This is an optimization exercise on Yosys and OpenROAD, whose aim is small area and a short achievable clock period, not a production implementation.
In this exercise RTL edits were held to simulation tests only and were not proved equivalent to the original.
In every run shown here, the design's own scripts or RTL, not TritonCTS, make the clock network.
The clock input has no modelled driver; a real chip could not lean on it and would need a root buffer or a full tree.
Power is estimated from default activity; no workload was simulated.

==> flow/design.v <==
`timescale 1ns / 1ps
module FIFO_Project(clk, resetn, soft_reset, read_enb, write_enb, data_in,
                    data_out, valid, full, full_next);
input clk, resetn, soft_reset, read_enb, write_enb;
input [7:0] data_in;
output reg [7:0] data_out;
output reg valid;    
output reg full;
output full_next;
reg [7:0] fifo [0:15];
reg [3:0] last;      
wire clr = !resetn || soft_reset;
wire wr  = write_enb && !full;
wire rd  = read_enb && valid;
integer k;
always @(posedge clk)
    if (wr) begin
        fifo[0] <= data_in;
        for (k = 1; k < 16; k = k + 1)
            fifo[k] <= fifo[k - 1];
    end
wire [7:0] rdata;
FIFO_Read_Mux read_mux(.d({fifo[15], fifo[14], fifo[13], fifo[12], fifo[11], fifo[10], fifo[9], fifo[8],
                          fifo[7], fifo[6], fifo[5], fifo[4], fifo[3], fifo[2], fifo[1], fifo[0]}),
                       .sel(last), .q(rdata));
always @(posedge clk)
    if (clr)
        data_out <= 8'd0;
    else if (rd)
        data_out <= rdata;
wire [3:0] last_rd   = wr ? last : (last == 4'd0 ? 4'd0 : last - 4'd1);
wire [3:0] last_nord = (wr && valid) ? last + 4'd1 : last;
wire [3:0] last_next;
FIFO_Pick4 pick_last(.clr(clr), .sel(read_enb && valid), .a(last_rd), .b(last_nord), .q(last_next));
always @(posedge clk)
    last <= last_next;
assign full_next = !clr && !(read_enb && valid) && (wr ? (valid && last == 4'd14) : full);
always @(posedge clk) begin
    valid <= !clr && (wr || (valid && !(read_enb && last == 4'd0)));
    full  <= full_next;
end
endmodule
module FIFO_Read_Mux(input [127:0] d, input [3:0] sel, output [7:0] q);
wire [15:0] s;
FIFO_Dec16 dec(.a(sel), .y(s));
genvar b;
generate
    for (b = 0; b < 8; b = b + 1) begin : bit_
        wire lo, hi;
        FIFO_AO8 g_lo(.s(s[7:0]),
                      .d({d[8*7+b], d[8*6+b], d[8*5+b], d[8*4+b], d[8*3+b], d[8*2+b], d[8*1+b], d[8*0+b]}),
                      .y(lo));
        FIFO_AO8 g_hi(.s(s[15:8]),
                      .d({d[8*15+b], d[8*14+b], d[8*13+b], d[8*12+b], d[8*11+b], d[8*10+b], d[8*9+b], d[8*8+b]}),
                      .y(hi));
        assign q[b] = lo || hi;
    end
endgenerate
endmodule
module FIFO_AO8(input [7:0] s, input [7:0] d, output y);
assign y = |(s & d);
endmodule
module FIFO_Dec16(input [3:0] a, output [15:0] y);
wire [3:0] lo_n, hi_n;
FIFO_Dec4n dec_lo(.a(a[1:0]), .y_n(lo_n));
FIFO_Dec4n dec_hi(.a(a[3:2]), .y_n(hi_n));
genvar k;
generate
    for (k = 0; k < 16; k = k + 1) begin : out_
        assign y[k] = !(lo_n[k % 4] || hi_n[k / 4]);
    end
endgenerate
endmodule
module FIFO_Dec4n(input [1:0] a, output [3:0] y_n);
assign y_n = ~(4'd1 << a);
endmodule
module FIFO_Pick4(input clr, input sel, input [3:0] a, input [3:0] b, output [3:0] q);
assign q = clr ? 4'd0 : sel ? a : b;
endmodule
`timescale 1ns / 1ps
module Synchronizer_Project(clk, resetn, valid, read_enb, soft_reset);
input clk, resetn, valid, read_enb;
output reg soft_reset;
reg [4:0] cnt;
always @(posedge clk)
    if (!resetn || !valid || read_enb) begin
        cnt <= 5'd0;
        soft_reset <= 1'b0;
    end else if (cnt == 5'b11000) begin
        cnt <= 5'd0;
        soft_reset <= 1'b1;
    end else begin
        cnt <= {cnt[3:0], ~(cnt[4] ^ cnt[2])};
        soft_reset <= 1'b0;
    end
endmodule
`timescale 1ns / 1ps
module FSM_Project(clk, resetn, soft_reset, pkt_valid, addr_in, empty_in,
                   fifo_full, parity_done, low_pkt_valid, addr,
                   detect_add, lfd_state, ld_state, lp_state, cpe_state,
                   full_state, laf_state, busy, write_enb);
input clk, resetn, soft_reset, pkt_valid;
input [1:0] addr_in;
input [2:0] empty_in;
input fifo_full, parity_done, low_pkt_valid;
output reg [1:0] addr;
output detect_add, lfd_state, ld_state, lp_state, cpe_state, full_state, laf_state;
output reg busy;
output reg [2:0] write_enb;    
reg s_da, s_lfd, s_ld, s_lp, s_cpe, s_ffs, s_laf, s_wte;
wire [3:0] empty4 = {1'b0, empty_in};
wire hdr_ok     = pkt_valid && (addr_in != 2'd3);
wire hdr_empty  = empty4[addr_in];
wire addr_empty = empty4[addr];
wire clr = !resetn || soft_reset;
wire n_da  = clr || (s_da && !hdr_ok) || (s_cpe && !fifo_full) || (s_laf && parity_done);
wire n_lfd = !clr && ((s_da && hdr_ok && hdr_empty) || (s_wte && addr_empty));
wire n_wte = !clr && ((s_da && hdr_ok && !hdr_empty) || (s_wte && !addr_empty));
wire n_ld  = !clr && (s_lfd || (s_ld && !fifo_full && pkt_valid) ||
                      (s_laf && !parity_done && !low_pkt_valid));
wire n_lp  = !clr && ((s_ld && !fifo_full && !pkt_valid) ||
                      (s_laf && !parity_done && low_pkt_valid));
wire n_cpe = !clr && s_lp;
wire n_ffs = !clr && ((s_ld || s_cpe || s_ffs) && fifo_full);
wire n_laf = !clr && s_ffs && !fifo_full;
wire n_busy = !clr && ((s_da && hdr_ok) || (s_ld && (fifo_full || !pkt_valid)) ||
                       s_lp || s_ffs || s_wte || (s_cpe && fifo_full) ||
                       (s_laf && !parity_done && low_pkt_valid));
wire [1:0] n_addr = s_da ? addr_in : addr;
wire n_we = n_ld || n_lp || n_laf;
always @(posedge clk) begin
    s_da  <= n_da;
    s_lfd <= n_lfd;
    s_wte <= n_wte;
    s_ld  <= n_ld;
    s_lp  <= n_lp;
    s_cpe <= n_cpe;
    s_ffs <= n_ffs;
    s_laf <= n_laf;
    busy  <= n_busy;
    write_enb <= {3{n_we}} & {addr == 2'd2, addr == 2'd1, addr == 2'd0};
end
always @(posedge clk)
    addr <= n_addr;
assign detect_add = s_da;
assign lfd_state  = s_lfd;
assign ld_state   = s_ld;
assign lp_state   = s_lp;
assign cpe_state  = s_cpe;
assign full_state = s_ffs;
assign laf_state  = s_laf;
endmodule
`timescale 1ns / 1ps
module Register_Project(input clk, resetn, pkt_valid,
                        input [7:0] data_in,
                        input fifo_full, detect_add, ld_state, laf_state, lfd_state, cpe_state,
                        output reg err, parity_done, low_pkt_valid,
                        output reg [7:0] data_out);
reg [7:0] fifo_full_state_byte, internal_parity, packet_parity_byte;
always @(posedge clk)
    if (!resetn)
        parity_done <= 1'b0;
    else if (ld_state && !fifo_full && !pkt_valid)
        parity_done <= 1'b1;
    else if (laf_state && low_pkt_valid && !parity_done)
        parity_done <= 1'b1;
    else if (detect_add)
        parity_done <= 1'b0;
always @(posedge clk)
    if (!resetn)
        low_pkt_valid <= 1'b0;
    else if (ld_state && !pkt_valid)
        low_pkt_valid <= 1'b1;
    else if (cpe_state)
        low_pkt_valid <= 1'b0;
always @(posedge clk)
    if (ld_state && fifo_full)
        fifo_full_state_byte <= data_in;
always @(posedge clk)
    if (detect_add || (ld_state && !fifo_full))
        data_out <= data_in;
    else if (laf_state)
        data_out <= fifo_full_state_byte;
always @(posedge clk)
    if (lfd_state)
        internal_parity <= data_out;
    else if (ld_state && pkt_valid)
        internal_parity <= internal_parity ^ data_in;
    else if (detect_add)
        internal_parity <= 8'd0;
always @(posedge clk)
    if (ld_state && !pkt_valid)
        packet_parity_byte <= data_in;
always @(posedge clk)
    if (!resetn)
        err <= 1'b0;
    else if (parity_done)
        err <= internal_parity != packet_parity_byte;
endmodule
`timescale 1ns / 1ps
module Router_Top_Level_1x3(clock,resetn,read_enb_0,read_enb_1,read_enb_2,data_in,pkt_valid,data_out_0,data_out_1,data_out_2,valid_out_0,valid_out_1,valid_out_2,error,busy);
input clock,resetn,read_enb_0,read_enb_1,read_enb_2,pkt_valid;
input [7:0] data_in;
output valid_out_0,valid_out_1,valid_out_2,error,busy;
output [7:0] data_out_0,data_out_1,data_out_2;
wire [2:0] soft_reset, valid, full, read_enb;
wire [7:0] reg_out;
wire [1:0] addr;
wire detect_add, lfd_state, ld_state, lp_state, cpe_state, full_state, laf_state;
wire parity_done, low_pkt_valid;
assign read_enb = {read_enb_2, read_enb_1, read_enb_0};
assign valid_out_0 = valid[0];
assign valid_out_1 = valid[1];
assign valid_out_2 = valid[2];
wire [2:0] full_next;
wire [3:0] full_next4 = {1'b0, full_next};
reg fifo_full;
always @(posedge clock)
    fifo_full <= full_next4[addr];
wire [2:0] write_enb;
FIFO_Project fifo_0(.clk(clock), .resetn(resetn), .soft_reset(soft_reset[0]),
                    .read_enb(read_enb_0), .write_enb(write_enb[0]), .data_in(reg_out),
                    .data_out(data_out_0), .valid(valid[0]), .full(full[0]),
                    .full_next(full_next[0]));
FIFO_Project fifo_1(.clk(clock), .resetn(resetn), .soft_reset(soft_reset[1]),
                    .read_enb(read_enb_1), .write_enb(write_enb[1]), .data_in(reg_out),
                    .data_out(data_out_1), .valid(valid[1]), .full(full[1]),
                    .full_next(full_next[1]));
FIFO_Project fifo_2(.clk(clock), .resetn(resetn), .soft_reset(soft_reset[2]),
                    .read_enb(read_enb_2), .write_enb(write_enb[2]), .data_in(reg_out),
                    .data_out(data_out_2), .valid(valid[2]), .full(full[2]),
                    .full_next(full_next[2]));
Synchronizer_Project sync_0(.clk(clock), .resetn(resetn), .valid(valid[0]),
                            .read_enb(read_enb_0), .soft_reset(soft_reset[0]));
Synchronizer_Project sync_1(.clk(clock), .resetn(resetn), .valid(valid[1]),
                            .read_enb(read_enb_1), .soft_reset(soft_reset[1]));
Synchronizer_Project sync_2(.clk(clock), .resetn(resetn), .valid(valid[2]),
                            .read_enb(read_enb_2), .soft_reset(soft_reset[2]));
FSM_Project fsm0(.clk(clock), .resetn(resetn), .soft_reset(|soft_reset),
                 .pkt_valid(pkt_valid), .addr_in(data_in[1:0]), .empty_in(~valid),
                 .fifo_full(fifo_full), .parity_done(parity_done), .low_pkt_valid(low_pkt_valid),
                 .addr(addr), .detect_add(detect_add), .lfd_state(lfd_state), .ld_state(ld_state),
                 .lp_state(lp_state), .cpe_state(cpe_state), .full_state(full_state),
                 .laf_state(laf_state), .busy(busy), .write_enb(write_enb));
Register_Project register(.clk(clock), .resetn(resetn), .pkt_valid(pkt_valid), .data_in(data_in),
                          .fifo_full(fifo_full), .detect_add(detect_add), .ld_state(ld_state),
                          .laf_state(laf_state), .lfd_state(lfd_state), .cpe_state(cpe_state),
                          .err(error), .parity_done(parity_done), .low_pkt_valid(low_pkt_valid),
                          .data_out(reg_out));
endmodule
==> flow/flow/run.sh <==
#!/bin/bash
# Standard ORFS layout, except that the clock tree is a hand-built two-level
# inverter tree (flow/cts_hook.tcl) instead of TritonCTS's buffer H-tree, and
# the port buffers start as buf_4 instead of the smallest buffer.
set -euo pipefail
work=$(pwd)
bash standard.sh PRE_CTS_TCL="$work/flow/cts_hook.tcl" \
  BUFFER_PORTS_ARGS="-buffer_cell sky130_fd_sc_hd__buf_4" finish > "$work/standard.log" 2>&1
==> flow/flow/cts_hook.tcl <==
proc cell_out { master } {
  foreach mt [$master getMTerms] {
    if {[$mt getIoType] eq "OUTPUT"} { return [$mt getName] }
  }
}
proc build_clock_tree { rows cols leaf_master root_master } {
  set db [ord::get_db]
  set block [ord::get_db_block]
  set clk [$block findNet clock]
  set sinks {}
  foreach it [$clk getITerms] {
    set bb [[$it getInst] getBBox]
    lappend sinks [list $it [expr {([$bb xMin] + [$bb xMax]) / 2}] [expr {([$bb yMin] + [$bb yMax]) / 2}]]
  }
  set n [llength $sinks]
  set lm [$db findMaster $leaf_master]
  set rm [$db findMaster $root_master]
  set lo [cell_out $lm]
  set ro [cell_out $rm]
  set nroot [expr {($rows > 1 ? 2 : 1) * ($cols > 1 ? 2 : 1)}]
  for {set q 0} {$q < $nroot} {incr q} {
    set rootnet($q) [odb::dbNet_create $block clknet_root_$q]
    $rootnet($q) setSigType CLOCK
    set qx($q) 0; set qy($q) 0; set qn($q) 0
  }
  set sinks [lsort -integer -index 2 $sinks]
  set i 0
  for {set r 0} {$r < $rows} {incr r} {
    set row [lsort -integer -index 1 [lrange $sinks [expr {$r * $n / $rows}] [expr {($r + 1) * $n / $rows - 1}]]]
    set m [llength $row]
    for {set c 0} {$c < $cols} {incr c} {
      set g [lrange $row [expr {$c * $m / $cols}] [expr {($c + 1) * $m / $cols - 1}]]
      set gx 0; set gy 0
      foreach s $g { incr gx [lindex $s 1]; incr gy [lindex $s 2] }
      set gx [expr {$gx / [llength $g]}]
      set gy [expr {$gy / [llength $g]}]
      set q [expr {($rows > 1 && $r >= $rows / 2 ? 2 : 0) + ($cols > 1 && $c >= $cols / 2 ? 1 : 0)}]
      if {$nroot == 2 && $rows == 1} { set q [expr {$c >= $cols / 2}] }
      incr qx($q) $gx; incr qy($q) $gy; incr qn($q)
      set buf [odb::dbInst_create $block $lm clkbuf_leaf_$i]
      set net [odb::dbNet_create $block clknet_leaf_$i]
      $net setSigType CLOCK
      $buf setLocation [expr {$gx - [$lm getWidth] / 2}] [expr {$gy - [$lm getHeight] / 2}]
      $buf setPlacementStatus PLACED
      [$buf findITerm A] connect $rootnet($q)
      [$buf findITerm $lo] connect $net
      foreach s $g {
        set it [lindex $s 0]
        $it disconnect
        $it connect $net
      }
      incr i
    }
  }
  for {set q 0} {$q < $nroot} {incr q} {
    set root [odb::dbInst_create $block $rm clkbuf_root_$q]
    set cx [expr {$qx($q) / $qn($q)}]; set cy [expr {$qy($q) / $qn($q)}]
    $root setLocation [expr {$cx - [$rm getWidth] / 2}] [expr {$cy - [$rm getHeight] / 2}]
    $root setPlacementStatus PLACED
    [$root findITerm A] connect $clk
    [$root findITerm $ro] connect $rootnet($q)
  }
  puts "clock tree: $n sinks, $i leaves, $nroot roots"
}

# Sourced by ORFS cts.tcl as PRE_CTS_TCL: the clock tree is built by
# build_clock_tree above in place of TritonCTS; the rest of cts.tcl (legalizing,
# timing repair) runs unchanged. The tree has no inverter that
# repair_clock_inverters should clone, so that step is skipped.
rename repair_clock_inverters orfs_repair_clock_inverters
proc repair_clock_inverters { args } {}
rename clock_tree_synthesis orfs_clock_tree_synthesis
proc clock_tree_synthesis { args } {
  build_clock_tree 4 4 sky130_fd_sc_hd__inv_12 sky130_fd_sc_hd__inv_16
  set_propagated_clock [all_clocks]
}
==> flow/standard.sh <==
#!/bin/bash
# synth_recipe.tcl (not shown) runs the flow's synth.tcl, then flattens the netlist and writes it again
# the make line also repeats each setting of config.mk as NAME=value (left out here)
make -C /OpenROAD-flow-scripts/flow DESIGN_CONFIG=/design/flow/config.mk WORK_HOME=/design/flow/orfs CLKGATE_MAP_FILE= SYNTH_SCRIPT=/design/flow/synth_recipe.tcl "${@:-finish}"
==> flow/config.mk <==
export PLATFORM = sky130hd
export DESIGN_NAME = Router_Top_Level_1x3
export DESIGN_NICKNAME = Router_Top_Level_1x3
export VERILOG_FILES = /design/flow/design.v
export SDC_FILE = /design/flow/constraint.sdc
export NUM_CORES = 4
export LEC_CHECK = 0
export CAP_MARGIN = 0
export CORE_MARGIN = 2
export CORE_UTILIZATION = 55
export PLACE_DENSITY = 0.65
export SETUP_SLACK_MARGIN = 3.3
export SLEW_MARGIN = 0
export SYNTH_HIERARCHICAL = 1
export SYNTH_MINIMUM_KEEP_SIZE = 0
==> flow/constraint.sdc <==
create_clock -name core_clock -period 5.0 [get_ports {clock}]
set_input_delay 1.0000 -clock core_clock [delete_from_list [all_inputs] [get_ports {clock}]]
set_output_delay 1.0000 -clock core_clock [all_outputs]
set_load 0.01 [all_outputs]
==> impl_metrics.csv, run 1 <==
group,metric,value,unit
worst_setup_path,endpoint_kind,"output pin",
timing,max_freq,594.6,MHz
worst_setup_path,path_cells,"buf_4",
worst_setup_path,critPathMaxFanout,2,
synthesis,synth_edf_count,418,
timing,slew_viol_final,0,
timing,setup_violations,0,
outcome,status,"finished clean",
global_routing,first_global_vias,10030,
global_routing,grt_use_total,21.16,%
synthesis,ys_warn_count,12,
worst_setup_path,cp.buffers_inverters,1,
timing,setup_tns,0,ns
worst_setup_path,worst-setup-path-type,"register to output pin",
synthesis,yosysMostFrequentCell,"edfxtp_1",
synthesis,ys_seq_elements,494,
power,p_leak,6.491,nW
placement,portBuffers,42,
global_routing,grt_pass1_wl,58880,µm
worst_setup_path,cpPeakStageDelay,0.39,ns
timing,slew_headroom,56.93,%
routing,via_count,10330,
clock_network,ctsHoldBuffers,0,
synthesis,synth_nets,1201,
worst_setup_path,critPathLaunchType,"register",
finish,postLayoutCoreUtil,62.69,%
floorplanning,dieArea,0.03525,mm²
timing,rsz0062_at_grt,"yes",
timing,skew,0.01299,ns
power,ir_drop,227.6,µV
synthesis,ys_top_cells_by_count,"edfxtp_1 (418), a22oi_1 (192), dfxtp_1 (76), nor2_1 (70), nand2_1 (68)",
synthesis,synthTopCellsByArea,"edfxtp_1 (68%), dfxtp_1 (8.2%), a22oi_1 (7.8%)",
timing,min_period,1.682,ns
finish,layout.nets,1294,
synthesis,synth_cells,1175,
finish,nFillCells,2502,
routing,ant_nets,0,
synthesis,yosys.cell_types.count,55,
clock_network,clk_latency,0.17,ns
timing,finalHoldViolCount,0,
job,drv_cap,0,
synthesis,synth.cell_area,0.01857,mm²
synthesis,async_flop_share,0,%
synthesis,synth.avg_cell_area,15.81,µm²
timing,worst_slew_pin_slew,0.6461,ns
synthesis,seq_area_frac_synth,75.77,%
synthesis,yosys.area.top_type,"edfxtp_1",
routing,firstDrtPassIters,5,
placement,gp_congestion,0.7845,
routing,wl,38460,µm
synthesis,yosys.area.top_type_share,67.58,%
floorplanning,die_h,187.8,µm
finish,layout-drive-gt1-share,22.04,%
placement,dp_hpwl,23810,µm
floorplanning,row_count,67,
floorplanning,die_w,187.8,µm
finish,area_delta_synth_final,12.62,%
power,cellPowerDensity,296.6,mW/mm²
floorplanning,core,0.03336,mm²
global_routing,grt_overflow,0,
routing,drt_iter0_markers,997,
worst_setup_path,critPathRequiredTime,4.00,ns
timing,period_share,33.64,%
worst_setup_path,critPathSlowestCell,"dfxtp_2",
routing,drc,0,
synthesis,synth_ff_type,"edfxtp_1",
clock_network,clk_pin_slew,0.11,ns
global_routing,antenna_found_initial,1,
global_routing,grt_max_degree,69,
worst_hold_path,hp-class,"register to register",
floorplanning,start_util,55.67,%
worst_setup_path,cp.arrival,0.68,ns
floorplanning,io_pins,43,
routing,viasPerCell,6.026,
worst_setup_path,crit_family,"flip-flops",
routing,post_drt_wl_per_cell,22.42,µm
==> worst paths after layout <==
kind,start,to,slack [ns],depth (start not counted)
worst max-delay path,fifo_2.data_out[7],data_out_2[7],3.32,1
worst min-delay path,fifo_1.fifo[6][2],fifo_1.fifo[7][2],0.45,0
worst max register to register,fifo_1.last[1],fifo_1.data_out[1],3.33,8
worst min register to register,fifo_1.fifo[6][2],fifo_1.fifo[7][2],0.45,0
==> routing by layer <==
metal	track usage, %	routed length (µm)	share of wire, %
met5	0	0	0
met4	3.634	718	1.9
met3	2.658	2194	5.7
met2	34.03	17980	47
met1	31.80	17560	46
==> logic make-up after synthesis <==
| group | after synthesis | share of synthesized area [%] |
|---|---|---|
| mux | 29 | 1.657 |
| flops | 494 | 75.77 |
| xor+xnor | 28 | 1.320 |
| buf+inv | 28 | 0.6332 |
| compound gates | 265 | 10.29 |
| fa+ha+maj | 12 | 0.8084 |
| simple gates | 319 | 9.519 |
==> per-stage QoR <==
stage	setup slack (ns)	hold slack (ns)	std cells	power (mW)	area, µm²
global route	3.259	0.4627	1714	6.400	20910
floorplan	3.306	0.4268	1175	4.696	18630
CTS	3.243	0.4584	1686	6.251	20460
global placement	2.657	0.4273	1658	4.764	19440
detailed placement	2.589	0.4340	1658	4.768	19440
finish	3.318	0.4548	1715	6.205	20920
==> modules after synthesis, one instance, submodules excluded <==
module,cell area (µm²),flops+latches,times used,cells
FIFO_AO8,36.28,0,48,5
Synchronizer_Project,195.2,6,3,15
FIFO_Dec16,60.06,0,3,16
FSM_Project,584.3,14,1,55
FIFO_Pick4,60.06,0,3,9
FIFO_Read_Mux,50.05,0,3,8
Register_Project,1450,35,1,95
FIFO_Project,4502,142,3,203
Router_Top_Level_1x3,60.06,1,1,8
FIFO_Dec4n,22.52,0,6,4
==> power by group <==
part | switching [mW] | internal (mW) | total, mW
registers | 0.0606 | 4.49 | 4.55
logic | 0.0787 | 0.0490 | 0.128
clock network | 1.29 | 0.242 | 1.53
==> registers in the layout, summed over array words and instances, names as in the netlist, 2 cells and up <==
register / flops
fsm0.write_enb: 3
register.packet_parity_byte: 8
fifo_1.last: 4
fifo_1.fifo: 128
fifo_2.data_out: 8
register.internal_parity: 8
sync_2.cnt: 5
sync_1.cnt: 5
fifo_1.data_out: 8
register.data_out: 8
fifo_2.last: 4
register.fifo_full_state_byte: 8
fifo_0.data_out: 8
fifo_0.last: 4
fsm0.addr: 2
fifo_0.fifo: 128
sync_0.cnt: 5
fifo_2.fifo: 128
==> cell usage in the layout, fill, tap and decap left out, types with 8 or more instances in the layout <==
cell	instances
xnor2_1	21
dfxtp_2	20
mux2i_1	15
a22oi_2	16
nor2_4	48
ha_1	12
edfxtp_1	418
mux2_2	8
and2_1	11
nand3_1	9
nor2_1	22
dfxtp_1	41
dfxtp_4	15
inv_12	16
nand2_1	62
inv_1	14
buf_4	60
or2_1	24
a21oi_1	28
nand4_1	48
a22oi_1	176
o21ai_0	14
nand2b_4	18
==> layout make-up <==
type / count / area [µm²] / share of cell area [%]
flip-flops and latches: 494 / 14150 / 67.67
repair buffers: 75 / 616.8 / 2.949
well taps: 448 / 560.5 / 2.680
diodes: 1 / 2.502 / 0.01196
multi-input cells: 653 / 5072 / 24.25
repair inverters: 3 / 26.28 / 0.1256
inverters: 41 / 483.0 / 2.309
==> what timing repair did <==
item                       CTS  global route
buffers inserted             5            28
cloned                       3             0
setup endpoints to repair   75            44
pin swaps                    2            24
resized for setup          187            52
hold endpoints to repair     0             0
==> run 2: changes to the inputs <==
--- a/flow/config.mk
+++ b/flow/config.mk
@@ -5,11 +5,11 @@
 export SDC_FILE = /design/flow/constraint.sdc
 export NUM_CORES = 4
 export LEC_CHECK = 0
-export CAP_MARGIN = 0
+export CAP_MARGIN = 20
 export CORE_MARGIN = 2
 export CORE_UTILIZATION = 55
 export PLACE_DENSITY = 0.65
-export SETUP_SLACK_MARGIN = 3.3
-export SLEW_MARGIN = 0
+export SETUP_SLACK_MARGIN = 3.35
+export SLEW_MARGIN = 20
 export SYNTH_HIERARCHICAL = 1
 export SYNTH_MINIMUM_KEEP_SIZE = 0
==> impl_metrics.csv, run 2 <==
group,metric,value,unit
outcome,status,"finished clean",
timing,finalHoldViolCount,0,
synthesis,async_flop_share,0,%
worst_setup_path,path_cells,"or2_4 -> nor2_4 -> buf_12 -> a22oi_1 -> nand4_1 -> or2_1 -> nand2_1 -> a21oi_1",
synthesis,synth_nets,1201,
worst_setup_path,r2r_setup_slack,3.31,ns
timing,slew_headroom,58.12,%
routing,ant_nets,0,
power,finalPower,6.210,mW
synthesis,yosysMostFrequentCell,"edfxtp_1",
worst_setup_path,cpPeakStageDelay,0.43,ns
routing,firstDrtPassIters,5,
worst_setup_path,startpoint,"fifo_2.last[0]",
global_routing,grt_pass1_wl,59060,µm
placement,gp_congestion,0.7856,
synthesis,ys_top_cells_by_count,"edfxtp_1 (418), a22oi_1 (192), dfxtp_1 (76), nor2_1 (70), nand2_1 (68)",
synthesis,synth_cells,1175,
routing,viasPerCell,6.006,
power,cellPowerDensity,285.6,mW/mm²
worst_setup_path,reg2reg_to,"fifo_2.data_out[7]",
clock_network,clk_pin_slew,0.12,ns
timing,setup_tns,0,ns
finish,final_cell_mix,"edfxtp_1 (418), a22oi_1 (132), buf_4 (62), nand2_1 (61), a22oi_2 (60)",
synthesis,yosys.area.top_type,"edfxtp_1",
job,drv_cap,0,
worst_setup_path,critPathMaxFanout,8,
worst_setup_path,critPathLaunchType,"register",
power,p_comb_share,2.3,%
global_routing,first_global_vias,10180,
global_routing,antenna_found_initial,2,
timing,max_freq,590.5,MHz
power,ir_drop,204.0,µV
worst_setup_path,reg2reg_depth,8,
floorplanning,core,0.03336,mm²
worst_hold_path,hp-class,"register to register",
power,clkPwrFrac,24.5,%
timing,setup_violations,0,
timing,period_share,33.87,%
synthesis,yosys.cell_types.count,55,
timing,min_period,1.693,ns
global_routing,grt_use_total,21.38,%
synthesis,seq_area_frac_synth,75.77,%
synthesis,ys_warn_count,12,
synthesis,synth.cell_area,0.01857,mm²
routing,wl,39500,µm
routing,drt_iter0_markers,911,
floorplanning,start_util,55.67,%
worst_setup_path,critPathRequiredTime,5.07,ns
worst_setup_path,crit_end,"fifo_2.data_out[7]",
timing,skew,0.02568,ns
worst_setup_path,worst-setup-path-type,"register to register",
finish,mostFrequentLayoutCell,"edfxtp_1",
finish,finalInstanceArea,0.02174,mm²
floorplanning,io_pins,43,
finish,reg_top3,"fifo_0.fifo x128, fifo_1.fifo x128, fifo_2.fifo x128",
synthesis,synth.avg_cell_area,15.81,µm²
synthesis,yosys.area.top_type_share,67.58,%
floorplanning,row_count,67,
floorplanning,die_h,187.8,µm
floorplanning,dieArea,0.03525,mm²
routing,post_drt_wl_per_cell,22.56,µm
power,power_switching_share,23.01,%
global_routing,grt_max_degree,69,
timing,worst_slew_pin_slew,0.6282,ns
placement,place_area,0.01948,mm²
synthesis,ys_seq_elements,494,
routing,via_count,10520,
floorplanning,die_w,187.8,µm
finish,area_delta_synth_final,17.06,%
worst_setup_path,critPathSlowestCell,"dfxtp_4",
placement,portBuffers,42,
timing,slew_viol_final,0,
synthesis,synthTopCellsByArea,"edfxtp_1 (68%), dfxtp_1 (8.2%), a22oi_1 (7.8%)",
placement,dp_hpwl,23700,µm
timing,rsz0062_at_grt,"yes",
synthesis,synth_ff_type,"edfxtp_1",
power,p_leak,6.752,nW
finish,layout.nets,1329,
synthesis,synth_edf_count,418,
global_routing,grt_overflow,0,
worst_setup_path,worstReg2RegStart,"fifo_2.last[0]",
power,seq_power_share,73.2,%
routing,drc,0,
worst_setup_path,cp.arrival,1.77,ns
finish,layout-drive-gt1-share,28.98,%
power,switchingPower,1.429,mW
worst_setup_path,endpoint_kind,"register",
power,power.internal,4.781,mW
clock_network,clk_latency,0.18,ns
[run 2: timing repair]
action                     CTS  global route
hold buffers                 0             0
pin swaps                    5            78
setup buffers               12            54
gates cloned                 3             2
setup endpoints to repair  101            86
resized for setup          234           105
hold endpoints to repair     0             0
[run 2: per-layer routing]
layer,vias up,global-route usage (%),wire length (µm)
met3,57,2.246,1966
met2,281,33.53,18610
li1,4906,-,-
met4,2,5.936,1041
met1,5271,32.24,17870
met5,-,0,16
[run 2: worst min-delay path by stage]
stage                                   from                 end  slack [ns]  cells after the start
final                      fifo_0.fifo[2][1]   fifo_0.fifo[3][1]        0.44                      0
after CTS                  fifo_0.fifo[6][7]   fifo_0.fifo[7][7]        0.45                      0
after global placement    fifo_0.fifo[12][0]  fifo_0.fifo[13][0]        0.43                      0
after floorplan           fifo_0.fifo[10][0]  fifo_0.fifo[11][0]        0.43                      0
after global routing      fifo_0.fifo[13][2]  fifo_0.fifo[14][2]        0.47                      0
after detailed placement   fifo_1.fifo[5][5]   fifo_1.fifo[6][5]        0.43                      0
[run 2: logic make-up (layout without fill, tap and decap cells)]
logic type               Yosys count  count (layout)  synth area share (%)
AO/OA/AOI/OAI                    265             265                 10.29
XOR/XNOR                          28              28                 1.320
flip-flops                       494             494                 75.77
other                              0               2                     0
multiplexers                      29              29                 1.657
buffers and inverters             28             154                0.6332
adder cells (fa/ha/maj)           12              12                0.8084
AND/OR/NAND/NOR                  319             319                 9.519
[run 2: Yosys stat by module (local to each module, per instance)]
module / cells inside / times used / flops+latches
FIFO_Project: 203 / 3 / 142
Register_Project: 95 / 1 / 35
FSM_Project: 55 / 1 / 14
Synchronizer_Project: 15 / 3 / 6
FIFO_Dec16: 16 / 3 / 0
FIFO_Pick4: 9 / 3 / 0
Router_Top_Level_1x3: 8 / 1 / 1
FIFO_Read_Mux: 8 / 3 / 0
FIFO_AO8: 5 / 48 / 0
FIFO_Dec4n: 4 / 6 / 0
[run 2: metrics by stage]
step	hold WS (ns)	worst slack [ns]	utilization (%)	cells
2_1_floorplan	0.4268	3.355	-	1175
3_3_place_gp	0.4282	2.713	58.39	1658
3_5_place_dp	0.4332	2.686	58.39	1658
4_1_cts	0.4475	3.274	62.03	1693
5_1_grt	0.4678	3.222	65.15	1749
6_report	0.4438	3.307	65.17	1751
[run 2: worst max-delay path, delay by kind of cell (launching register included)]
| kind | cells | cell delay (ns) |
|---|---|---|
| flops | 1 | 0.43 |
| buf+inv | 1 | 0.14 |
| compound gates | 2 | 0.24 |
| simple gates | 5 | 0.79 |
[run 2: final cells by class]
| class | count | area, µm² |
|---|---|---|
| timing repair buffer | 108 | 1082 |
| tap | 448 | 560.5 |
| antenna | 2 | 5.005 |
| fill | 2405 | 11620 |
| sequential | 494 | 14190 |
| timing repair inverter | 5 | 48.80 |
| multi-input combinational | 653 | 5356 |
| inverter | 41 | 500.5 |
[run 2: power groups by stage]
stage / Combinational, mW / Sequential, mW / Clock, mW
finish: 0.142 / 4.54 / 1.52
global placement: 0.116 / 4.65 / 0
CTS: 0.127 / 4.55 / 1.58
floorplan: 0.0786 / 4.62 / 0
global route: 0.156 / 4.55 / 1.72
detailed placement: 0.117 / 4.65 / 0
==> run 3: changes to the inputs <==
--- a/flow/config.mk
+++ b/flow/config.mk
@@ -9,7 +9,7 @@
 export CORE_MARGIN = 2
 export CORE_UTILIZATION = 55
 export PLACE_DENSITY = 0.65
-export SETUP_SLACK_MARGIN = 3.35
+export SETUP_SLACK_MARGIN = 3.4
 export SLEW_MARGIN = 20
 export SYNTH_HIERARCHICAL = 1
 export SYNTH_MINIMUM_KEEP_SIZE = 0
==> impl_metrics.csv, run 3 <==
group,metric,value,unit
outcome,status,"finished clean",
worst_hold_path,hp-class,"register to register",
finish,layout-drive-gt1-share,31.90,%
synthesis,yosysMostFrequentCell,"edfxtp_1",
worst_setup_path,critPathSlowestCell,"dfxtp_4",
worst_setup_path,endpoint_kind,"register",
job,drv_cap,0,
timing,rsz0062_at_grt,"yes",
synthesis,yosys.area.top_type_share,67.58,%
timing,worst_slack,3.322,ns
floorplanning,dieArea,0.03525,mm²
finish,final_cell_mix,"edfxtp_1 (418), a22oi_1 (120), a22oi_2 (72), buf_4 (72), nand2_1 (61)",
worst_setup_path,cp.arrival,1.74,ns
synthesis,synth.cell_area,0.01857,mm²
synthesis,ys_seq_elements,494,
floorplanning,core,0.03336,mm²
placement,gp_congestion,0.7811,
floorplanning,die_h,187.8,µm
timing,setup_violations,0,
routing,ant_nets,0,
timing,setup_tns,0,ns
power,ir_drop,224.6,µV
finish,layout.nets,1354,
synthesis,synth.avg_cell_area,15.81,µm²
synthesis,ys_top_cells_by_count,"edfxtp_1 (418), a22oi_1 (192), dfxtp_1 (76), nor2_1 (70), nand2_1 (68)",
timing,max_freq,596.0,MHz
finish,n_antenna_cell,0,
global_routing,grt_max_degree,69,
routing,firstDrtPassIters,5,
finish,nFillCells,2353,
placement,dp_slack,2.698,ns
global_routing,grt_pass1_wl,61570,µm
finish,mostFrequentLayoutCell,"edfxtp_1",
global_routing,first_global_vias,10610,
worst_setup_path,critPathMaxFanout,8,
routing,wl,40270,µm
finish,reg_top3,"fifo_0.fifo x128, fifo_1.fifo x128, fifo_2.fifo x128",
finish,regArea,0.01417,mm²
clock_network,clk_latency,0.17,ns
placement,dp_hpwl,23790,µm
worst_setup_path,critPathLaunchType,"register",
synthesis,synth_nets,1201,
routing,drc,0,
synthesis,yosys.cell_types.count,55,
clock_network,clk_pin_slew,0.11,ns
routing,drt_iter0_markers,955,
timing,period_share,33.56,%
synthesis,synth_ff_type,"edfxtp_1",
synthesis,synth_cells,1175,
synthesis,ys_warn_count,12,
worst_setup_path,crit_family,"simple AND/OR/NAND/NOR gates",
timing,min_period,1.678,ns
synthesis,yosys.area.top_type,"edfxtp_1",
worst_setup_path,cpPeakStageDelay,0.38,ns
synthesis,synthTopCellsByArea,"edfxtp_1 (68%), dfxtp_1 (8.2%), a22oi_1 (7.8%)",
timing,worst_slew_pin_slew,0.6243,ns
power,cellPowerDensity,281.4,mW/mm²
timing,slew_viol_final,0,
synthesis,async_flop_share,0,%
global_routing,grt_overflow,0,
routing,post_drt_wl_per_cell,22.70,µm
power,p_leak,6.950,nW
global_routing,grt_use_total,22.05,%
timing,skew,0.01174,ns
worst_setup_path,path_cells,"buf_8 -> nand2b_4 -> nor2_4 -> buf_12 -> a22oi_2 -> nand4_1 -> or2_1 -> nand2_1 -> a21oi_1",
floorplanning,io_pins,43,
timing,finalHoldViolCount,0,
worst_setup_path,cp.buffers_inverters,2,
floorplanning,die_w,187.8,µm
floorplanning,row_count,67,
synthesis,seq_area_frac_synth,75.77,%
finish,area_delta_synth_final,19.17,%
placement,portBuffers,42,
finish,multi_input_comb_area,0.005488,mm²
floorplanning,start_util,55.67,%
routing,via_count,10860,
global_routing,antenna_found_initial,0,
synthesis,synth_edf_count,418,
worst_setup_path,critPathRequiredTime,5.06,ns
routing,viasPerCell,6.122,
timing,slew_headroom,58.38,%
worst_setup_path,worst-setup-path-type,"register to register",
==> run 3: cell count changes in the layout (fill, tap and decap cells not counted), moves of 8 or more <==
cell     previous run  this run
a22oi_1           132       120
a22oi_2            60        72
buf_4              62        72
buf_6              29        41
dfxtp_2            14        23
dfxtp_4            26        18
==> run 3: metrics by stage <==
step	utilization, %	cell area (µm²)	total power, mW	instances	hold slack, ns
after floorplan	-	18750	4.700	1175	0.4268
after global placement	58.57	19540	4.768	1658	0.4285
after detailed placement	58.57	19540	4.772	1658	0.4340
after CTS	63.83	21300	6.261	1734	0.4550
after global routing	66.34	22130	6.440	1774	0.4593
final	66.34	22130	6.228	1774	0.4513
==> run 3: cell type report <==
cell class	count	area share [%]
multi-input combinational	653	24.80
timing repair inverter	6	0.2600
tap	448	2.533
timing repair buffer	132	6.106
inverter	41	2.284
sequential	494	64.02
==> run 3: cell families (layout without fill, tap and decap cells) <==
kind of cell | count (synthesis) | after routing | share of synthesized area, %
AO/OA/AOI/OAI | 265 | 265 | 10.29
flip-flops | 494 | 494 | 75.77
AND/OR/NAND/NOR | 319 | 319 | 9.519
multiplexers | 29 | 29 | 1.657
buffers and inverters | 28 | 179 | 0.6332
XOR/XNOR | 28 | 28 | 1.320
adder cells (fa/ha/maj) | 12 | 12 | 0.8084
==> run 3: final timing paths <==
kind / from / end / slack [ns] / depth (start not counted)
max: fifo_1.last[2] / fifo_1.data_out[3] / 3.32 / 9
min: fifo_2.fifo[1][1] / fifo_2.fifo[2][1] / 0.45 / 0
max reg2reg: fifo_1.last[2] / fifo_1.data_out[3] / 3.32 / 9
min reg2reg: fifo_2.fifo[1][1] / fifo_2.fifo[2][1] / 0.45 / 0
==> run 3: per-module statistics from Yosys (local to each module, per instance) <==
module / cells / copies in the design / flip-flops and latches
FIFO_Pick4: 9 / 3 / 0
FIFO_Dec4n: 4 / 6 / 0
Router_Top_Level_1x3: 8 / 1 / 1
FSM_Project: 55 / 1 / 14
FIFO_Project: 203 / 3 / 142
FIFO_Dec16: 16 / 3 / 0
Register_Project: 95 / 1 / 35
FIFO_Read_Mux: 8 / 3 / 0
FIFO_AO8: 5 / 48 / 0
Synchronizer_Project: 15 / 3 / 6
==> run 3: timing repair <==
item	4_1_cts	5_1_grt
pin swaps	50	101
cloned	4	2
setup endpoints to repair	109	88
buffers inserted	52	38
hold buffers	0	0
resized for setup	271	92
==> run 3: power by group <==
part	total (mW)	switching (mW)	internal (mW)
registers	4.55	0.0629	4.49
clock network	1.54	1.29	0.242
logic	0.143	0.0837	0.0597
total	6.23	1.44	4.79
==> run 3: metal layers <==
metal,vias to the layer above,track usage [%],wire length [µm]
met5,-,0,0
met2,292,35.58,19490
li1,4953,-,-
met1,5562,33.05,17900
met4,0,4.846,946
met3,54,2.040,1938
==> run 3: worst reg2reg max path: cells and delay by family, from the launching register on <==
kind / cells / cell delay (ns)
AND/OR/NAND/NOR: 5 / 0.70
flip-flops: 1 / 0.38
AO/OA/AOI/OAI: 2 / 0.23
buffers and inverters: 2 / 0.28
==> run 4: changes to the inputs <==
--- a/flow/config.mk
+++ b/flow/config.mk
@@ -8,8 +8,8 @@
 export CAP_MARGIN = 20
 export CORE_MARGIN = 2
 export CORE_UTILIZATION = 55
-export PLACE_DENSITY = 0.65
-export SETUP_SLACK_MARGIN = 3.4
+export PLACE_DENSITY = 0.5
+export SETUP_SLACK_MARGIN = 3.3
 export SLEW_MARGIN = 20
 export SYNTH_HIERARCHICAL = 1
 export SYNTH_MINIMUM_KEEP_SIZE = 0
==> impl_metrics.csv, run 4 <==
group,metric,value,unit
outcome,status,"finished clean",
synthesis,synth.cell_area,0.01857,mm²
synthesis,ys_seq_elements,494,
routing,drc,0,
worst_hold_path,min_to,"fifo_0.fifo[6][1]",
synthesis,synth_nets,1201,
synthesis,ys_warn_count,12,
worst_hold_path,hold_depth,0,
global_routing,grt_max_degree,69,
worst_setup_path,r2r_setup_slack,3.33,ns
synthesis,yosys.area.top_type_share,67.58,%
finish,layout.nets,1311,
power,cellPowerDensity,295.2,mW/mm²
synthesis,synthMuxAreaShare,1.657,%
timing,min_period,1.680,ns
global_routing,antenna_found_initial,1,
worst_setup_path,critPathLaunchType,"input port",
synthesis,synth-compound-area-share,10.29,%
synthesis,synth_xor_area_share,1.320,%
floorplanning,row_count,67,
floorplanning,dieArea,0.03525,mm²
clock_network,clk_pin_slew,0.11,ns
synthesis,synth_ff_type,"edfxtp_1",
worst_setup_path,reg2reg_depth,9,
worst_hold_path,hp-class,"register to register",
timing,slew_viol_final,0,
timing,setup_violations,0,
finish,layout-drive-gt1-share,23.23,%
placement,dp_cells,1658,
finish,mostFrequentLayoutCell,"edfxtp_1",
worst_setup_path,critPathMaxFanout,13,
placement,portBuffers,42,
global_routing,first_global_vias,10120,
timing,max_freq,595.3,MHz
routing,post_drt_wl_per_cell,22.41,µm
worst_setup_path,cp.arrival,1.79,ns
finish,n_antenna_cell,0,
routing,viasPerCell,5.973,
timing,worst_slew_pin_slew,0.6248,ns
synthesis,yosysMostFrequentCell,"edfxtp_1",
synthesis,seq_area_frac_synth,75.77,%
global_routing,grt_use_total,21.48,%
placement,dp_hpwl,23820,µm
worst_setup_path,critPathRequiredTime,5.11,ns
floorplanning,die_w,187.8,µm
synthesis,synthAdderAreaFrac,0.8084,%
worst_setup_path,endpoint_kind,"register",
routing,ant_nets,0,
job,drv_cap,0,
synthesis,synth_cells,1175,
synthesis,yosys.cell_types.count,55,
worst_setup_path,startpoint,"read_enb_0",
synthesis,synth_top_family_by_area,"compound AO/OA/AOI/OAI gates",
synthesis,ys_top_cells_by_count,"edfxtp_1 (418), a22oi_1 (192), dfxtp_1 (76), nor2_1 (70), nand2_1 (68)",
power,ir_drop,210.0,µV
worst_setup_path,reg2reg_to,"fifo_1.data_out[5]",
worst_setup_path,worstReg2RegStart,"fifo_1.last[2]",
global_routing,grt_overflow,0,
routing,firstDrtPassIters,5,
timing,rsz0062_at_grt,"yes",
floorplanning,die_h,187.8,µm
floorplanning,start_util,55.67,%
synthesis,async_flop_share,0,%
routing,drt_iter0_markers,911,
floorplanning,core,0.03336,mm²
worst_setup_path,worst-setup-path-type,"input port to register",
synthesis,synthTopCellsByArea,"edfxtp_1 (68%), dfxtp_1 (8.2%), a22oi_1 (7.8%)",
finish,final_cell_mix,"edfxtp_1 (418), a22oi_1 (172), buf_4 (77), nand2_1 (62)",
synthesis,synth.avg_cell_area,15.81,µm²
timing,skew,0.01047,ns
clock_network,clk_latency,0.17,ns
timing,setup_tns,0,ns
routing,wl,38790,µm
finish,fin_cells,1731,
timing,period_share,33.60,%
floorplanning,io_pins,43,
timing,finalHoldViolCount,0,
placement,gp_congestion,0.7774,
global_routing,grt_pass1_wl,59680,µm
finish,reg_top3,"fifo_0.fifo x128, fifo_1.fifo x128, fifo_2.fifo x128",
synthesis,synthSimpleGateAreaFrac,9.519,%
synthesis,yosys.area.top_type,"edfxtp_1",
power,finalPower,6.212,mW
routing,via_count,10340,
synthesis,synth_edf_count,418,
finish,area_delta_synth_final,13.30,%
worst_hold_path,min-delay-start,"fifo_0.fifo[5][1]",
timing,slew_headroom,58.35,%
power,p_leak,6.564,nW
## run 4: layout make-up
| class | count | area [µm²] |
|---|---|---|
| fillers | 2577 | 12320 |
| repair buffers | 92 | 743.2 |
| repair inverters | 3 | 26.28 |
| inverters | 41 | 480.5 |
| well taps | 448 | 560.5 |
| flip-flops and latches | 494 | 14150 |
| multi-input cells | 653 | 5081 |
## run 4: per-layer routing
metal	GRT usage, %	share of wire, %	routed length [µm]
met5	0	0.034	13
met4	3.483	1.9	749
met3	1.890	4.2	1630
met2	33.80	47	18260
met1	33.57	47	18140
## run 4: critical path: stages
cell and delay (ns):
buf_4 0.13, nand2_4 0.12, inv_4 0.10, nor3_2 0.21
mux2i_1 0.11, o21ai_1 0.12
## run 4: metrics by stage
stage	cell area (µm²)	util [%]	hold slack (ns)	worst slack, ns
floorplan	18630	-	0.4268	3.306
global placement	19440	58.27	0.4285	2.638
detailed placement	19440	58.27	0.4334	2.656
CTS	20490	61.41	0.4493	3.256
global route	21040	63.07	0.4666	3.253
finish	21040	63.07	0.4479	3.320
## run 4: per-module statistics from Yosys, one instance, submodules excluded, excerpt
module                flops+latches  copies in the design  cells
FIFO_Project                    142                     3    203
FIFO_Read_Mux                     0                     3      8
FIFO_Pick4                        0                     3      9
FIFO_AO8                          0                    48      5
FSM_Project                      14                     1     55
Router_Top_Level_1x3              1                     1      8
FIFO_Dec4n                        0                     6      4
## run 4: cells by family (layout without fill, tap and decap cells)
kind of cell,count (synthesis),in the layout
flip-flops,494,494
AND/OR/NAND/NOR,319,319
AO/OA/AOI/OAI,265,265
multiplexers,29,29
XOR/XNOR,28,28
buffers and inverters,28,136
adder cells (fa/ha/maj),12,12
## run 4: report_power, final
part	leakage, nW	total, mW	internal, mW	switching (mW)
logic	1.98	0.130	0.0511	0.0787
registers	4.43	4.55	4.49	0.0599
clock network	0.156	1.53	0.242	1.29
total	6.56	6.21	4.78	1.43
## run 4: worst max path at each step
stage / end / cells past startpoint
floorplan: fifo_0.last[1] / 6
detailed placement: fifo_full / 5
global route: fifo_0.last[2] / 7
global placement: fifo_full / 5
CTS: fifo_full / 6
finish: fifo_full / 6
## run 4: what timing repair did
action	in CTS	in global routing
pin swaps	3	49
resized for setup	193	47
setup endpoints to repair	75	57
hold buffers	0	0
gates cloned	3	0
hold endpoints to repair	0	0
setup buffers	5	45
==> run 5: changes to the inputs <==
--- a/flow/config.mk
+++ b/flow/config.mk
@@ -8,7 +8,7 @@
 export CAP_MARGIN = 20
 export CORE_MARGIN = 2
 export CORE_UTILIZATION = 55
-export PLACE_DENSITY = 0.5
+export PLACE_DENSITY = 0.8
 export SETUP_SLACK_MARGIN = 3.3
 export SLEW_MARGIN = 20
 export SYNTH_HIERARCHICAL = 1
==> impl_metrics.csv, run 5 <==
group,metric,value,unit
synthesis,ys_top_cells_by_count,"edfxtp_1 (418), a22oi_1 (192), dfxtp_1 (76), nor2_1 (70), nand2_1 (68)",
clock_network,clk_pin_slew,0.11,ns
synthesis,synth_cells,1175,
timing,worst_slew_pin_slew,0.6224,ns
timing,finalHoldViolCount,0,
floorplanning,dieArea,0.03525,mm²
power,ir_drop,196.1,µV
global_routing,antenna_found_initial,0,
power,p_leak,6.575,nW
timing,period_share,34.04,%
global_routing,grt_pass1_wl,58110,µm
timing,min_period,1.702,ns
finish,layout.nets,1312,
routing,wl,38760,µm
synthesis,yosys.cell_types.count,55,
floorplanning,die_h,187.8,µm
routing,post_drt_wl_per_cell,22.38,µm
global_routing,grt_max_degree,69,
worst_setup_path,critPathLaunchType,"register",
timing,slew_viol_final,0,
timing,setup_tns,0,ns
finish,area_delta_synth_final,13.25,%
finish,final_cell_mix,"edfxtp_1 (418), a22oi_1 (175), buf_4 (82), nand2_1 (62), dfxtp_1 (55)",
finish,finalInstanceArea,0.02103,mm²
worst_hold_path,hp-class,"register to register",
finish,multi_input_comb_area,0.005064,mm²
synthesis,synth_ff_type,"edfxtp_1",
worst_setup_path,worst-setup-path-type,"register to register",
job,drv_cap,0,
synthesis,ys_seq_elements,494,
routing,viasPerCell,6.227,
outcome,status,"finished clean",
routing,via_count,10790,
worst_setup_path,critPathMaxFanout,8,
synthesis,synthTopCellsByArea,"edfxtp_1 (68%), dfxtp_1 (8.2%), a22oi_1 (7.8%)",
global_routing,grt_overflow,0,
worst_setup_path,endpoint_kind,"register",
floorplanning,start_util,55.67,%
placement,portBuffers,42,
synthesis,synth.avg_cell_area,15.81,µm²
synthesis,async_flop_share,0,%
synthesis,yosys.area.top_type_share,67.58,%
timing,rsz0062_at_grt,"yes",
global_routing,first_global_vias,10330,
routing,ant_nets,0,
synthesis,synth_nets,1201,
routing,firstDrtPassIters,5,
floorplanning,die_w,187.8,µm
routing,drt_iter0_markers,1162,
timing,max_freq,587.6,MHz
finish,reg_top3,"fifo_0.fifo x128, fifo_1.fifo x128, fifo_2.fifo x128",
timing,skew,0.01689,ns
finish,regArea,0.01414,mm²
timing,setup_violations,0,
worst_setup_path,cp.arrival,1.78,ns
synthesis,synth.cell_area,0.01857,mm²
finish,layout-drive-gt1-share,22.27,%
synthesis,synth_edf_count,418,
synthesis,ys_warn_count,12,
placement,dp_hpwl,23720,µm
power,cellPowerDensity,294.2,mW/mm²
synthesis,yosys.area.top_type,"edfxtp_1",
finish,n_antenna_cell,0,
worst_setup_path,critPathRequiredTime,5.08,ns
finish,mostFrequentLayoutCell,"edfxtp_1",
synthesis,yosysMostFrequentCell,"edfxtp_1",
floorplanning,row_count,67,
clock_network,ctsHoldBuffers,0,
floorplanning,io_pins,43,
global_routing,grt_use_total,20.69,%
finish,nFillCells,2319,
timing,slew_headroom,58.50,%
placement,place_area,0.01944,mm²
synthesis,seq_area_frac_synth,75.77,%
placement,gp_congestion,0.7842,
clock_network,clk_latency,0.18,ns
routing,drc,0,
floorplanning,core,0.03336,mm²
==> run 5: cell counts after synthesis <==
Identical to the previous run, type by type.
==> run 5: logic make-up (layout without fill, tap and decap cells) <==
group / after synthesis / in the layout / synth area share (%)
flops: 494 / 494 / 75.77
simple gates: 319 / 319 / 9.519
compound gates: 265 / 265 / 10.29
mux: 29 / 29 / 1.657
xor+xnor: 28 / 28 / 1.320
buf+inv: 28 / 137 / 0.6332
fa+ha+maj: 12 / 12 / 0.8084
==> run 5: Yosys stat by module (local to each module, per instance) <==
module | area, µm² | flops+latches
Synchronizer_Project | 195.2 | 6
FSM_Project | 584.3 | 14
FIFO_Pick4 | 60.06 | 0
FIFO_Read_Mux | 50.05 | 0
FIFO_Dec4n | 22.52 | 0
Register_Project | 1450 | 35
Router_Top_Level_1x3 | 60.06 | 1
FIFO_Project | 4502 | 142
FIFO_Dec16 | 60.06 | 0
FIFO_AO8 | 36.28 | 0
==> run 5: where the power goes <==
| part | switching, mW | internal (mW) |
|---|---|---|
| clock network | 1.27 | 0.239 |
| registers | 0.0579 | 4.49 |
| logic | 0.0807 | 0.0519 |
| total | 1.41 | 4.78 |
==> run 5: final timing paths <==
path	from	endpoint	slack, ns	cells past startpoint
max reg2reg	fifo_0.last[1]	fifo_0.data_out[2]	3.30	8
min reg2reg	fifo_2.fifo[3][2]	fifo_2.fifo[4][2]	0.46	0
max	fifo_0.last[1]	fifo_0.data_out[2]	3.30	8
min	fifo_2.fifo[3][2]	fifo_2.fifo[4][2]	0.46	0
==> run 5: per-stage QoR <==
step,hold WS [ns],setup slack [ns],std cells,total power [mW],utilization (%)
global route,0.4670,3.241,1732,6.374,63.04
finish,0.4576,3.298,1732,6.189,63.04
detailed placement,0.4335,2.584,1658,4.765,58.27
global placement,0.4276,2.627,1658,4.756,58.27
CTS,0.4542,3.227,1691,6.227,61.31
floorplan,0.4268,3.306,1175,4.696,-
==> run 5: what timing repair did <==
item | in CTS | in global routing
resized for setup | 172 | 55
setup buffers | 10 | 41
pin swaps | 4 | 35
endpoints found under the setup margin | 62 | 47
gates cloned | 3 | 0
==> run 5: area by class of cell <==
type                            count  area share (%)
Tap cell                          448           2.665
Multi-Input combinational cell    653           24.07
Timing Repair Buffer               93           3.605
Timing Repair inverter              3          0.1249
Inverter                           41           2.320
Sequential cell                   494           67.21
==> run 5: metal layers <==
metal | wire [µm] | vias up | global-route usage (%)
li1 | - | 4868 | -
met3 | 2657 | 40 | 2.003
met5 | 0 | - | 0
met2 | 19440 | 432 | 34.64
met4 | 556 | 0 | 2.968
met1 | 16100 | 5446 | 30.52
==> run 5: worst max-delay path, stage by stage, from the launching register on <==
cell,delay (ns)
dfxtp_4,0.42
or2_4,0.22
nor2_4,0.06
buf_12,0.14
a22oi_1,0.23
nand4_1,0.13
or2_1,0.26
nand2_1,0.08
a21oi_1,0.06
==> run 6: changes to the inputs <==
--- a/flow/config.mk
+++ b/flow/config.mk
@@ -8,7 +8,8 @@
 export CAP_MARGIN = 20
 export CORE_MARGIN = 2
 export CORE_UTILIZATION = 55
-export PLACE_DENSITY = 0.8
+export GPL_ROUTABILITY_DRIVEN = 0
+export PLACE_DENSITY = 0.65
 export SETUP_SLACK_MARGIN = 3.3
 export SLEW_MARGIN = 20
 export SYNTH_HIERARCHICAL = 1
==> impl_metrics.csv, run 6 <==
group,metric,value,unit
outcome,status,"finished clean",
timing,setup_tns,0,ns
power,cellPowerDensity,296.6,mW/mm²
synthesis,ys_top_cells_by_count,"edfxtp_1 (418), a22oi_1 (192), dfxtp_1 (76), nor2_1 (70), nand2_1 (68)",
floorplanning,row_count,67,
routing,wl_met3,2138,µm
timing,finalHoldViolCount,0,
worst_setup_path,cp.buffers_inverters,1,
worst_setup_path,r2r_setup_slack,3.35,ns
timing,slew_viol_final,0,
worst_setup_path,critPathMaxFanout,2,
finish,nFillCells,2507,
synthesis,synth.cell_area,0.01857,mm²
synthesis,ys_warn_count,12,
floorplanning,dieArea,0.03525,mm²
worst_setup_path,worstReg2RegStart,"fifo_1.last[1]",
finish,reg_top3,"fifo_0.fifo x128, fifo_1.fifo x128, fifo_2.fifo x128",
timing,slew_headroom,57.19,%
timing,setup_violations,0,
placement,place_area,0.01944,mm²
worst_hold_path,hp-class,"register to register",
global_routing,grt_pass1_wl,59020,µm
synthesis,yosysMostFrequentCell,"edfxtp_1",
floorplanning,io_pins,43,
worst_setup_path,critPathSlowestCell,"dfxtp_1",
routing,drc,0,
worst_setup_path,worst-setup-path-type,"register to output pin",
routing,drt_iter0_markers,992,
power,p_leak,6.496,nW
routing,firstDrtPassIters,5,
finish,final_cell_mix,"edfxtp_1 (418), a22oi_1 (177), buf_4 (63), nand2_1 (62)",
global_routing,grt_use_total,21.20,%
placement,dp_hpwl,23810,µm
worst_hold_path,hold_depth,0,
synthesis,yosys.area.top_type_share,67.58,%
clock_network,clk_latency,0.17,ns
synthesis,yosys.area.top_type,"edfxtp_1",
floorplanning,start_util,55.67,%
routing,routed.top_layer,"met4",
floorplanning,die_w,187.8,µm
timing,worst_slew_pin_slew,0.6422,ns
worst_setup_path,reg2reg_depth,8,
synthesis,yosys.cell_types.count,55,
routing,viasPerCell,6.054,
finish,area_delta_synth_final,12.71,%
routing,wl_met2,17910,µm
global_routing,first_global_vias,10040,
power,ir_drop,228.3,µV
synthesis,async_flop_share,0,%
worst_setup_path,critPathRequiredTime,4.00,ns
finish,layout-drive-gt1-share,22.32,%
global_routing,grt_max_degree,69,
synthesis,synth.avg_cell_area,15.81,µm²
worst_setup_path,path_cells,"buf_4",
timing,skew,0.01242,ns
finish,mostFrequentLayoutCell,"edfxtp_1",
routing,wl,38420,µm
finish,layout.nets,1296,
worst_setup_path,crit_family,"flip-flops",
timing,period_share,33.41,%
routing,post_drt_wl_per_cell,22.38,µm
worst_setup_path,reg2reg_to,"fifo_1.data_out[1]",
timing,max_freq,598.6,MHz
floorplanning,die_h,187.8,µm
synthesis,ys_seq_elements,494,
synthesis,synth_edf_count,418,
finish,finalInstanceArea,0.02093,mm²
worst_setup_path,critPathLaunchType,"register",
worst_hold_path,min_to,"fifo_1.fifo[14][5]",
worst_setup_path,cpPeakStageDelay,0.38,ns
global_routing,antenna_found_initial,1,
routing,ant_nets,0,
worst_setup_path,endpoint_kind,"output pin",
synthesis,synth_ff_type,"edfxtp_1",
synthesis,synth_cells,1175,
worst_setup_path,cp.arrival,0.67,ns
global_routing,grt_overflow,0,
placement,portBuffers,42,
timing,rsz0062_at_grt,"yes",
job,drv_cap,0,
worst_hold_path,min-delay-start,"fifo_1.fifo[13][5]",
timing,min_period,1.671,ns
synthesis,seq_area_frac_synth,75.77,%
routing,met1Wirelength,17590,µm
routing,via_count,10400,
clock_network,clk_pin_slew,0.11,ns
synthesis,synthTopCellsByArea,"edfxtp_1 (68%), dfxtp_1 (8.2%), a22oi_1 (7.8%)",
floorplanning,core,0.03336,mm²
synthesis,synth_nets,1201,
run 6: cell count changes in the layout (fill, tap and decap cells not counted), sizes merged:
cell	before	now
buf	88	74
clkinv	1	0
dlymetal6s2s	2	0
diode	0	1
inv	43	44
run 6: routing by layer:
metal	vias up	GRT usage, %
met1	5217	32.10
li1	4850	-
met3	44	2.620
met5	-	0
met4	0	3.725
met2	284	33.82
run 6: worst max-delay path by stage:
stage	startpoint	endpoint	slack, ns	cells after the start
after floorplan	fifo_0.full	fifo_0.last[1]	3.31	6
final	fifo_2.data_out[1]	data_out_2[1]	3.33	1
after CTS	read_enb_2	fifo_full	3.23	6
after global placement	resetn	fifo_full	2.66	5
after global routing	fifo_1.last[1]	fifo_1.data_out[2]	3.26	8
after detailed placement	resetn	fifo_full	2.59	5
run 6: per-module statistics from Yosys (local to each module, per instance):
| module | times used | cells | cell area (µm²) |
|---|---|---|---|
| FIFO_AO8 | 48 | 5 | 36.28 |
| FIFO_Dec16 | 3 | 16 | 60.06 |
| FIFO_Dec4n | 6 | 4 | 22.52 |
| FIFO_Pick4 | 3 | 9 | 60.06 |
| FIFO_Project | 3 | 203 | 4502 |
| FIFO_Read_Mux | 3 | 8 | 50.05 |
| FSM_Project | 1 | 55 | 584.3 |
| Register_Project | 1 | 95 | 1450 |
| Router_Top_Level_1x3 | 1 | 8 | 60.06 |
| Synchronizer_Project | 3 | 15 | 195.2 |
run 6: cell type report:
cell class / instances / area (µm²) / area share (%)
flip-flops and latches: 494 / 14160 / 67.63
inverters: 41 / 483.0 / 2.307
well taps: 448 / 560.5 / 2.678
diodes: 1 / 2.502 / 0.01195
repair buffers: 77 / 625.6 / 2.988
repair inverters: 3 / 26.28 / 0.1255
multi-input cells: 653 / 5079 / 24.26
run 6: cells by family (layout without fill, tap and decap cells):
logic type,Yosys count,count (layout),share of synthesized area (%)
XOR/XNOR,28,28,1.320
flip-flops,494,494,75.77
AO/OA/AOI/OAI,265,265,10.29
AND/OR/NAND/NOR,319,319,9.519
multiplexers,29,29,1.657
adder cells (fa/ha/maj),12,12,0.8084
buffers and inverters,28,121,0.6332
other,0,1,0
run 6: metrics by stage:
step           hold slack (ns)  power, mW  std cells  setup slack, ns  util (%)
4_1_cts                 0.4548      6.247       1685            3.227     61.29
5_1_grt                 0.4627      6.403       1716            3.261     62.74
3_5_place_dp            0.4340      4.768       1658            2.589     58.27
3_3_place_gp            0.4273      4.764       1658            2.657     58.27
2_1_floorplan           0.4268      4.696       1175            3.306         -
6_report                0.4562      6.209       1717            3.329     62.74
run 6: power breakdown:
group | internal [mW] | switching, mW | leakage, nW
registers | 4.49 | 0.0611 | 4.43
logic | 0.0516 | 0.0796 | 1.91
clock network | 0.242 | 1.29 | 0.156
run 6: what timing repair did:
action | in CTS | in global routing
pin swaps | 1 | 31
setup buffers | 4 | 31
hold buffers | 0 | 0
gates resized for setup | 192 | 51
gates cloned | 3 | 0
endpoints found under the setup margin | 81 | 41
==> run 7: changes to the inputs <==
--- a/flow/config.mk
+++ b/flow/config.mk
@@ -8,9 +8,9 @@
 export CAP_MARGIN = 20
 export CORE_MARGIN = 2
 export CORE_UTILIZATION = 55
-export GPL_ROUTABILITY_DRIVEN = 0
 export PLACE_DENSITY = 0.65
 export SETUP_SLACK_MARGIN = 3.3
 export SLEW_MARGIN = 20
 export SYNTH_HIERARCHICAL = 1
 export SYNTH_MINIMUM_KEEP_SIZE = 0
+export TNS_END_PERCENT = 0
==> impl_metrics.csv, run 7 <==
group,metric,value,unit
global_routing,grt_pass1_wl,57090,µm
power,cellPowerDensity,300.1,mW/mm²
timing,skew,0.01075,ns
routing,firstDrtPassIters,7,
timing,min_period,1.778,ns
placement,portBuffers,42,
global_routing,first_global_vias,9839,
finish,mostFrequentLayoutCell,"edfxtp_1",
timing,period_share,35.57,%
job,drv_cap,0,
synthesis,yosys.cell_types.count,55,
synthesis,synthSimpleGateAreaFrac,9.519,%
routing,drc,0,
synthesis,synth_nets,1201,
worst_hold_path,hp-class,"register to register",
synthesis,yosys.area.top_type,"edfxtp_1",
worst_setup_path,worst-setup-path-type,"register to register",
synthesis,synthTopCellsByArea,"edfxtp_1 (68%), dfxtp_1 (8.2%), a22oi_1 (7.8%)",
worst_setup_path,critPathRequiredTime,5.06,ns
floorplanning,row_count,67,
finish,layout.nets,1280,
synthesis,synthAdderAreaFrac,0.8084,%
synthesis,ys_warn_count,12,
routing,viasPerCell,6.054,
synthesis,yosysMostFrequentCell,"edfxtp_1",
finish,reg_top3,"fifo_0.fifo x128, fifo_1.fifo x128, fifo_2.fifo x128",
global_routing,antenna_found_initial,0,
worst_setup_path,critPathLaunchType,"register",
finish,layout-drive-gt1-share,18.21,%
timing,worst_slew_pin_slew,0.5449,ns
timing,worst_slack,3.222,ns
timing,max_freq,562.3,MHz
timing,rsz0062_at_grt,"yes",
global_routing,grt_overflow,0,
clock_network,clk_pin_slew,0.11,ns
floorplanning,core,0.03336,mm²
placement,gp_congestion,0.7745,
floorplanning,die_w,187.8,µm
synthesis,synth_edf_count,418,
synthesis,synth_xor_area_share,1.320,%
worst_setup_path,cp.arrival,1.84,ns
finish,area_delta_synth_final,11.21,%
global_routing,grt_use_total,20.54,%
synthesis,synth_top_family_by_area,"compound AO/OA/AOI/OAI gates",
timing,setup_violations,0,
placement,dp_slack,2.567,ns
synthesis,async_flop_share,0,%
synthesis,synth-compound-area-share,10.29,%
synthesis,seq_area_frac_synth,75.77,%
worst_setup_path,endpoint_kind,"register",
timing,slew_headroom,63.62,%
power,p_leak,6.387,nW
routing,post_drt_wl_per_cell,22.07,µm
finish,postLayoutCoreUtil,61.91,%
finish,final_cell_mix,"edfxtp_1 (418), a22oi_1 (190), nand2_1 (62), dfxtp_1 (61), buf_4 (58)",
synthesis,synthMuxAreaShare,1.657,%
routing,via_count,10290,
global_routing,grt_max_degree,137,
synthesis,synth_ff_type,"edfxtp_1",
synthesis,synth.cell_area,0.01857,mm²
timing,finalHoldViolCount,0,
synthesis,ys_seq_elements,494,
outcome,status,"finished clean",
worst_setup_path,critPathMaxFanout,68,
clock_network,clk_latency,0.17,ns
floorplanning,start_util,55.67,%
synthesis,ys_top_cells_by_count,"edfxtp_1 (418), a22oi_1 (192), dfxtp_1 (76), nor2_1 (70), nand2_1 (68)",
power,ir_drop,188.8,µV
routing,wl,37510,µm
routing,drt_iter0_markers,889,
placement,dp_hpwl,23450,µm
timing,slew_viol_final,0,
timing,setup_tns,0,ns
floorplanning,dieArea,0.03525,mm²
finish,n_antenna_cell,0,
synthesis,synth.avg_cell_area,15.81,µm²
routing,ant_nets,0,
synthesis,yosys.area.top_type_share,67.58,%
floorplanning,io_pins,43,
floorplanning,die_h,187.8,µm
synthesis,synth_cells,1175,
## run 7: Yosys stat by module (local to each module, per instance)
module	area, µm²	flops+latches
FIFO_Dec16	60.06	0
FIFO_Dec4n	22.52	0
Register_Project	1450	35
Synchronizer_Project	195.2	6
Router_Top_Level_1x3	60.06	1
FIFO_Read_Mux	50.05	0
FSM_Project	584.3	14
FIFO_Pick4	60.06	0
FIFO_Project	4502	142
FIFO_AO8	36.28	0
## run 7: path summary, 6_finish.rpt
| path | from | end | slack (ns) | cells past startpoint |
|---|---|---|---|---|
| hold / removal | fifo_2.fifo[1][2] | fifo_2.fifo[2][2] | 0.45 | 0 |
| setup reg to reg | fifo_1.full | fifo_1.last[3] | 3.22 | 6 |
| setup / recovery | fifo_1.full | fifo_1.last[3] | 3.22 | 6 |
| hold reg to reg | fifo_2.fifo[1][2] | fifo_2.fifo[2][2] | 0.45 | 0 |
## run 7: logic make-up after synthesis
logic type / Yosys count
multiplexers: 29
AO/OA/AOI/OAI: 265
flip-flops: 494
adder cells (fa/ha/maj): 12
buffers and inverters: 28
AND/OR/NAND/NOR: 319
XOR/XNOR: 28
## run 7: worst max-delay path, cell delays in order (launching register included)
cell,delay (ns)
dfxtp_1,0.34
nand2b_4,0.27
clkinv_16,0.20
nor4_2,0.24
mux2_1,0.37
mux2i_1,0.17
nor2_1,0.06
## run 7: through the flow
step,cells,power (mW),area [µm²],hold WS [ns]
3_3_place_gp,1658,4.762,19430,0.4283
3_5_place_dp,1658,4.766,19430,0.4332
4_1_cts,1680,6.256,20320,0.4593
6_report,1700,6.199,20650,0.4519
2_1_floorplan,1175,4.696,18590,0.4268
5_1_grt,1700,6.385,20650,0.4662
## run 7: cell type report
class / instances / area (µm²)
Timing Repair Buffer: 61 / 486.7
Sequential cell: 494 / 14130
Inverter: 41 / 505.5
Fill cell: 2517 / 12710
Tap cell: 448 / 560.5
Timing Repair inverter: 3 / 33.78
Multi-Input combinational cell: 653 / 4941
## run 7: power breakdown
group	switching [mW]	total (mW)	leakage [nW]	internal, mW
sequential	0.0587	4.55	4.42	4.49
combinational	0.0759	0.122	1.81	0.0463
clock	1.29	1.53	0.156	0.241
## run 7: routing by layer
layer  GRT usage (%)  vias up  share of wire (%)
met5               0        -                  0
met3           2.134       47                5.6
met2           32.26      290                 47
met1           31.77     5159                 45
met4           3.786        0                2.2
li1                -     4795                  -
## run 7: what timing repair did
item,4_1_cts,5_1_grt
hold buffers,0,0
endpoints found under the setup margin,75,79
cloned,0,3
resized for setup,155,36
buffers inserted,2,17
pin swaps,3,7

## what the ideal ports hide
The results above use ideal ports. As a check the final layouts listed here were re-extracted and re-timed, cells and wires unchanged.
Step 1: set_driving_cell puts a clkbuf_16 on clock and a buf_2 on each other input, an assumption about the parent block.
Step 2 also shifts input and output timing later by t, the mid clock arrival at the registers, as if the neighbouring blocks saw the same clock.
Slacks: ideal ports / drivers / drivers and shift; pairs: ideal ports / drivers.
run	shift t [ns]	slack for setup (ns)
run 1	0.376	3.318 / 3.105 / 3.143
run 2	0.379	3.307 / 3.108 / 3.137
run 3	0.382	3.322 / 3.114 / 3.198
run 4	0.381	3.320 / 3.107 / 3.129
run 5	0.370	3.298 / 3.118 / 3.101
run 6	0.374	3.329 / 3.118 / 3.134
run 7	0.375	3.222 / 3.027 / 3.107
After both steps setup and hold are still met in every run listed.
